What follows belongs to an exercise in optimizing a design on an open flow for small area; a production flow would make more cautious choices.
Function was checked by simulation only, so behaviour that the tests miss may differ from the original.
No activity file was given, so power comes from the tool's default toggle rates.

### flow/config.mk
export PLATFORM = sky130hd
export DESIGN_NAME = top_motor
export DESIGN_NICKNAME = top_motor
export VERILOG_FILES = /design/flow/design.v
export SDC_FILE = /design/flow/constraint.sdc
export NUM_CORES = 4
export LEC_CHECK = 0
export CAP_MARGIN = 20
export CORE_MARGIN = 2
export CORE_UTILIZATION = 40
export SLEW_MARGIN = 20
### flow/constraint.sdc
create_clock -name core_clock -period 10.0 [get_ports {i_clk}]
set_input_delay 2.0000 -clock core_clock [delete_from_list [all_inputs] [get_ports {i_clk}]]
set_output_delay 2.0000 -clock core_clock [all_outputs]
set_load 0.01 [all_outputs]
### flow/design.v
`timescale 1ns / 1ps
module top_motor(
    input i_clk, i_reset, i_timer_mode,
    input [2:0] i_button,
    input [1:0] i_button_time,
    output o_pwm,
    output [3:0] o_Led,
    output [7:0] o_font,
    output [3:0] o_position
    );
    reg [6:0] r_pre;
    wire w_tick = (r_pre[5:0] == 6'd38);
    always @(posedge i_clk or posedge i_reset) begin
        if (i_reset) r_pre <= 7'd9;
        else r_pre <= {r_pre[5:0], ~(r_pre[6] ^ r_pre[2]) ^ w_tick};
    end
    reg [2:0] r_k;
    wire w_dtick = w_tick & r_k[2];
    always @(posedge i_clk or posedge i_reset) begin
        if (i_reset) r_k <= 3'd2;
        else if (w_tick) r_k <= r_k[2] ? 3'd0 : r_k + 3'd1;
    end
    wire w_c4 = r_k[0] & ~r_k[1];
    reg [7:0] r_q;
    always @(posedge i_clk or posedge i_reset) begin
        if (i_reset) r_q <= 8'd0;
        else if (w_tick & w_c4) r_q <= (r_q == 8'd199) ? 8'd0 : r_q + 8'd1;
    end
    wire [4:0] w_in = {i_button_time, i_button};
    reg  [4:0] r_m, r_out;
    reg  [5:0] r_cnt [0:4];
    genvar g;
    generate for (g = 0; g < 5; g = g + 1) begin : deb
        wire act = w_in[g] ^ r_m[g];
        wire full = r_cnt[g][5] & r_cnt[g][4] & r_cnt[g][1];
        always @(posedge i_clk or posedge i_reset) begin
            if (i_reset) begin
                r_m[g] <= 1'b0;
                r_out[g] <= 1'b0;
                r_cnt[g] <= 6'd0;
            end else if (w_tick) begin
                r_out[g] <= act & full & r_m[g];
                if (act) begin
                    if (full) begin
                        r_cnt[g] <= 6'd0;
                        r_m[g] <= ~r_m[g];
                    end else r_cnt[g] <= r_cnt[g] + 6'd1;
                end
            end
        end
    end endgenerate
    reg [2:0] r_speed;
    wire [4:0] w_tl;
    always @(posedge i_clk or posedge i_reset) begin
        if (i_reset) r_speed <= 3'd0;
        else if (w_tick) begin
            if (i_timer_mode && w_tl == 5'd0) r_speed <= 3'd0;
            else if (r_out[0]) r_speed <= (r_speed == 3'd4) ? 3'd4 : r_speed + 3'd1;
            else if (r_out[1]) r_speed <= (r_speed == 3'd0) ? 3'd0 : r_speed - 3'd1;
            else if (r_out[2]) r_speed <= 3'd0;
        end
    end
    reg [1:0] r_set;
    always @(posedge i_clk or posedge i_reset) begin
        if (i_reset) r_set <= 2'd0;
        else if (w_tick) begin
            if (r_speed == 3'd0) r_set <= 2'd0;
            else if (r_out[3]) r_set <= (r_set == 2'd3) ? 2'd3 : r_set + 2'd1;
            else if (r_out[4]) r_set <= (r_set == 2'd0) ? 2'd0 : r_set - 2'd1;
            else if (r_out[2]) r_set <= 2'd0;
        end
    end
    wire [4:0] w_set = {r_set, 3'b000} + {2'b00, r_set, 1'b0};
    reg [6:0] r_tc;
    reg [4:0] r_sec;
    always @(posedge i_clk or posedge i_reset) begin
        if (i_reset) begin
            r_tc <= 7'd0;
            r_sec <= 5'd0;
        end else if (i_button[2]) begin
            r_tc <= 7'd0;
            r_sec <= 5'd0;
        end else if (w_dtick) begin
            if (i_timer_mode) begin
                if (r_tc == 7'd99) begin
                    r_tc <= 7'd0;
                    r_sec <= r_sec + 5'd1;
                end else if (r_sec == w_set) r_tc <= 7'd0;
                else r_tc <= r_tc + 7'd1;
            end else begin
                r_tc <= 7'd0;
                r_sec <= 5'd0;
            end
        end
    end
    reg [4:0] r_hold;
    assign w_tl = (r_sec < w_set) ? w_set - r_sec :
                  (r_sec == w_set) ? 5'd0 : r_hold;
    always @(posedge i_clk or posedge i_reset) begin
        if (i_reset) r_hold <= 5'd0;
        else r_hold <= w_tl;
    end
    reg [1:0] r_pos;
    always @(posedge i_clk or posedge i_reset) begin
        if (i_reset) r_pos <= 2'd0;
        else if (w_dtick) r_pos <= r_pos + 2'd1;
    end
    assign o_position = ~(4'b0001 << r_pos);
    reg [3:0] r_val;
    always @(*) begin
        case (r_pos)
            2'd0: r_val = {1'b0, r_speed};
            2'd1: r_val = 4'd0;
            2'd2: r_val = w_tl % 10;
            default: r_val = w_tl / 10;
        endcase
    end
    reg [6:0] r_seg;
    always @(*) begin
        case (r_val)
            4'h0: r_seg = 7'h40;
            4'h1: r_seg = 7'h79;
            4'h2: r_seg = 7'h24;
            4'h3: r_seg = 7'h30;
            4'h4: r_seg = 7'h19;
            4'h5: r_seg = 7'h12;
            4'h6: r_seg = 7'h02;
            4'h7: r_seg = 7'h78;
            4'h8: r_seg = 7'h00;
            default: r_seg = 7'h10;
        endcase
    end
    assign o_font = {1'b1, r_seg | {7{i_reset}}};
    assign o_Led = {r_speed != 3'd0, r_speed[1] | r_speed[2],
                    r_speed[2] | (r_speed[1] & r_speed[0]), r_speed[2]};
    reg r_pwm;
    always @(*) begin
        case (r_speed)
            3'd1: r_pwm = r_q < 8'd60;
            3'd2: r_pwm = r_q < 8'd120;
            3'd3: r_pwm = r_q < 8'd160;
            3'd4: r_pwm = ~((r_q == 8'd199) & w_c4);
            default: r_pwm = 1'b0;
        endcase
    end
    assign o_pwm = r_pwm;
endmodule
### flow/run.sh
#!/bin/bash
# synth_recipe.tcl (not shown) runs the flow's synth.tcl, then flattens the netlist and writes it again
# the make line also repeats each setting of config.mk as NAME=value (left out here)
make -C /OpenROAD-flow-scripts/flow DESIGN_CONFIG=/design/flow/config.mk WORK_HOME=/design/flow/orfs CLKGATE_MAP_FILE= SYNTH_SCRIPT=/design/flow/synth_recipe.tcl finish
==> results.txt <==
[stage by stage]
step / utilization / setup WS [ns]
after global placement: 0.444 / 3.43
after detailed placement: 0.444 / 3.33
after global routing: 0.469 / 2.53
after CTS: 0.469 / 2.91
final: 0.469 / 2.92
after floorplan: - / 3.72
[worst max-delay path, cell delays in order (launching register included)]
cell,delay [ns]
dfrtp_1,0.46
ha_1,0.37
ha_1,0.23
nand4_2,0.22
o21ai_0,0.16
nor3b_2,0.36
o21bai_2,0.27
ha_1,0.30
nor2b_1,0.36
a21o_1,0.22
a21oi_1,0.11
o41ai_4,0.35
inv_1,0.14
ha_1,0.23
mux2_2,0.26
a2bb2oi_1,0.16
clkdlybuf4s50_1,0.55
[cells in the mapped netlist, drive strengths merged (4+ instances only)]
cell,n
and3,8
nor2b,5
nand2,67
o21ai,64
xor2,8
dfrtp,79
buf,8
nand3,36
nand4,13
nor2,25
a21oi,19
xnor2,14
and2,10
nand2b,4
o41ai,9
o31ai,14
a31oi,5
a21o,6
o211ai,5
inv,35
ha,33
or4,8
[where the power goes]
group / total, mW / internal (mW) / switching [mW]
Clock: 0.335 / 0.196 / 0.139
Combinational: 0.0603 / 0.0227 / 0.0376
Sequential: 0.337 / 0.334 / 0.00300
Total: 0.733 / 0.553 / 0.180
[logic make-up (layout without fill, tap and decap cells)]
| family | count (synthesis) | after routing |
|---|---|---|
| buffers and inverters | 46 | 75 |
| and+or+nand+nor | 193 | 193 |
| AOI/OAI and AO/OA | 151 | 151 |
| muxes | 4 | 4 |
| xor gates and xnor gates | 22 | 22 |
| DFF | 82 | 82 |
| adders and majority gates | 34 | 34 |
| other | 1 | 1 |
[state kept, by name, indices dropped and copies added (netlist names)]
signal and flops:
r_cnt 30, r_q 8, r_pre 7, r_tc 7
r_hold 5, r_m 5, r_out 5, r_sec 5
r_k 3, r_speed 3, r_pos 2, r_set 2
[path summary, 6_finish.rpt]
| check | startpoint | endpoint | slack, ns | cells past startpoint |
|---|---|---|---|---|
| min reg2reg | r_pre[5] | r_pre[6] | 0.38 | 0 |
| max | r_set[0] | o_font[4] | 2.92 | 16 |
| min in group asynchronous | i_reset | r_q[6] | 2.20 | 2 |
| min | r_pre[5] | r_pre[6] | 0.38 | 0 |
| max reg2reg | r_set[1] | r_speed[0] | 6.86 | 9 |
| max in group asynchronous | i_reset | r_hold[2] | 6.74 | 3 |
[metal layers]
metal	share of wire	up-vias
met5	0	-
met4	0.012	0
met3	0.030	12
met2	0.48	45
met1	0.48	1962
li1	-	1997
[area by class of cell]
class / count / area, µm² / share of cell area
Clock buffer: 9 / 225 / 0.0398
Clock inverter: 7 / 76.3 / 0.0135
Inverter: 35 / 135 / 0.0239
Multi-Input combinational cell: 405 / 2710 / 0.480
Sequential cell: 82 / 2060 / 0.364
Tap cell: 168 / 210 / 0.0372
Timing Repair Buffer: 24 / 238 / 0.0421
==> results.txt <==
status=no timing/DRC/antenna violations; Netlist cell types=73; Slew HR=0.428; Hold Path Class=flip-flop to flip-flop; buffers inserted by post-CTS timing repair=0; VDD IR max=0.109 mV; chip width=115 µm; vias in the first global route=3923; number of I/O pins=25; crit share post-route=0.708; Max Buffers Root-to-Sink=2; Seq cells post-synth=82; startpoint types=flip-flop; met2 Use GR=0.281; dpl cell area=0.00535 mm²; vias=4016; met1 Use GR=0.219; ys async rst share=1.00; final hold vios=0; worst path required time=8.00 ns; initial core utilization=0.412; initial DRC count=185; Fillers=1143; busiest layer in global routing=met2; Synth Area in Adders=0.0872; Worst Path Arrival=5.08 ns; post-synthesis mux area share=0.00882; HPWL Detailed=7.46 mm; Leakage=2.39 nW; WHS=0.382 ns; H-tree levels=3; initial antenna violation count=0; sequential share of the synthesized area=0.414; number of flops mapped to enable cells by yosys=0; combinational family with the most area after synthesis=compound AO/OA/AOI/OAI gates; # DRC=0; Antenna diodes=0; cts hold-fix bufs=0; die area=0.0133 mm²; CTS buffer count=9; RSZ-0062 raised after global routing=no; Synth Net Count=575; DRT Pass-1 Iters=4; Placer Congestion=0.860; final net count=599; Core Area=0.0121 mm²; WL final=10.4 mm; Setup CP Type=flip-flop to primary output; Cell Rows=40; Pwr Total=0.733 mW; Synth Area in Simple Gates=0.199; FMAX=141 MHz; Sink Count=82; Synth Flop Type=dfrtp_1; syn_area_per_cell=9.31 µm²; Mapped Area=0.00496 mm²; compound-cell area share of the yosys netlist=0.211; largest net degree at the start of global routing=50; GRT overflow=0; # port buffers=23; ANT nets after route=0; first-pass GRT wire length=18.1 mm; Area contributors post-synth=dfrtp_1 (40%), ha_1 (8.3%), o21ai_0 (6.0%), nand2_1 (5.1%), nand3_1 (3.6%); Worst Tran Pin Value=0.858 ns; PwrDens=130 mW/mm²; met3 Track Usage GR=0.0411; Vias/cell=5.50; crit path time final=7.08 ns; Clock Skew=0.00844 ns; Die Y=115 µm; share of the synthesized area in the top cell type=0.398; share of layout cells above drive strength 1=0.0783; Synth Instances=533; Worst-path clk slew=0.06 ns; most common library cell in the layout ignoring fill and taps=dfrtp_1; commonest cells after routing, fill and taps aside=dfrtp_1 (79), nand2_1 (67), o21ai_0 (60), nand3_1 (36); crit-path max FO=9; Tot GR Track Use=0.169; Syn. warnings=2; # Max-Cap Violations=0; leading area contributor after synthesis=dfrtp_1; P&R area growth vs syn=13.9%; XOR/XNOR share of the synthesized area=0.0388; Non-Filler Instances=730; CTS tree=yes; Final setup viols=0; drt wl/cell=14.3 µm; Setup TNS=0 ns; Resized Gates After CTS=0; critical path capture point type=primary output; dpl cells=714; CTS root buf=clkbuf_16; worst skew pair latency=0.34 ns; Final Cell Area=0.00565 mm²; Final Max Tran Viols=0

==> re-timing with driven ports <==
The results above use ideal ports. As a check the final layout listed here was re-extracted and re-timed, cells and wires unchanged. Step 1 sets driving cells, clkbuf_16 on the clock port and buf_2 on the other inputs (assumed; they add their load-dependent delay and slew). Step 2 times the ports against the registers' clock, not the clock port: input delays grow and output delays shrink by t, the midpoint of the rising clock arrivals with the driver on. a / b / c = no drivers / after step 1 / after step 2; a / b = the first two.
t (ns): 0.374
setup WS [ns]: 2.920 / 2.882 / 3.257
worst setup path at the end: register to output
latest minus earliest clock arrival (ns): 0.009 / 0.009
worst register clock-pin slew, ns: 0.07 / 0.07
After both steps setup and hold are still met in this run. For this run, drivers alone change the setup slack by -0.038 ns; drivers and shift together by +0.337 ns.
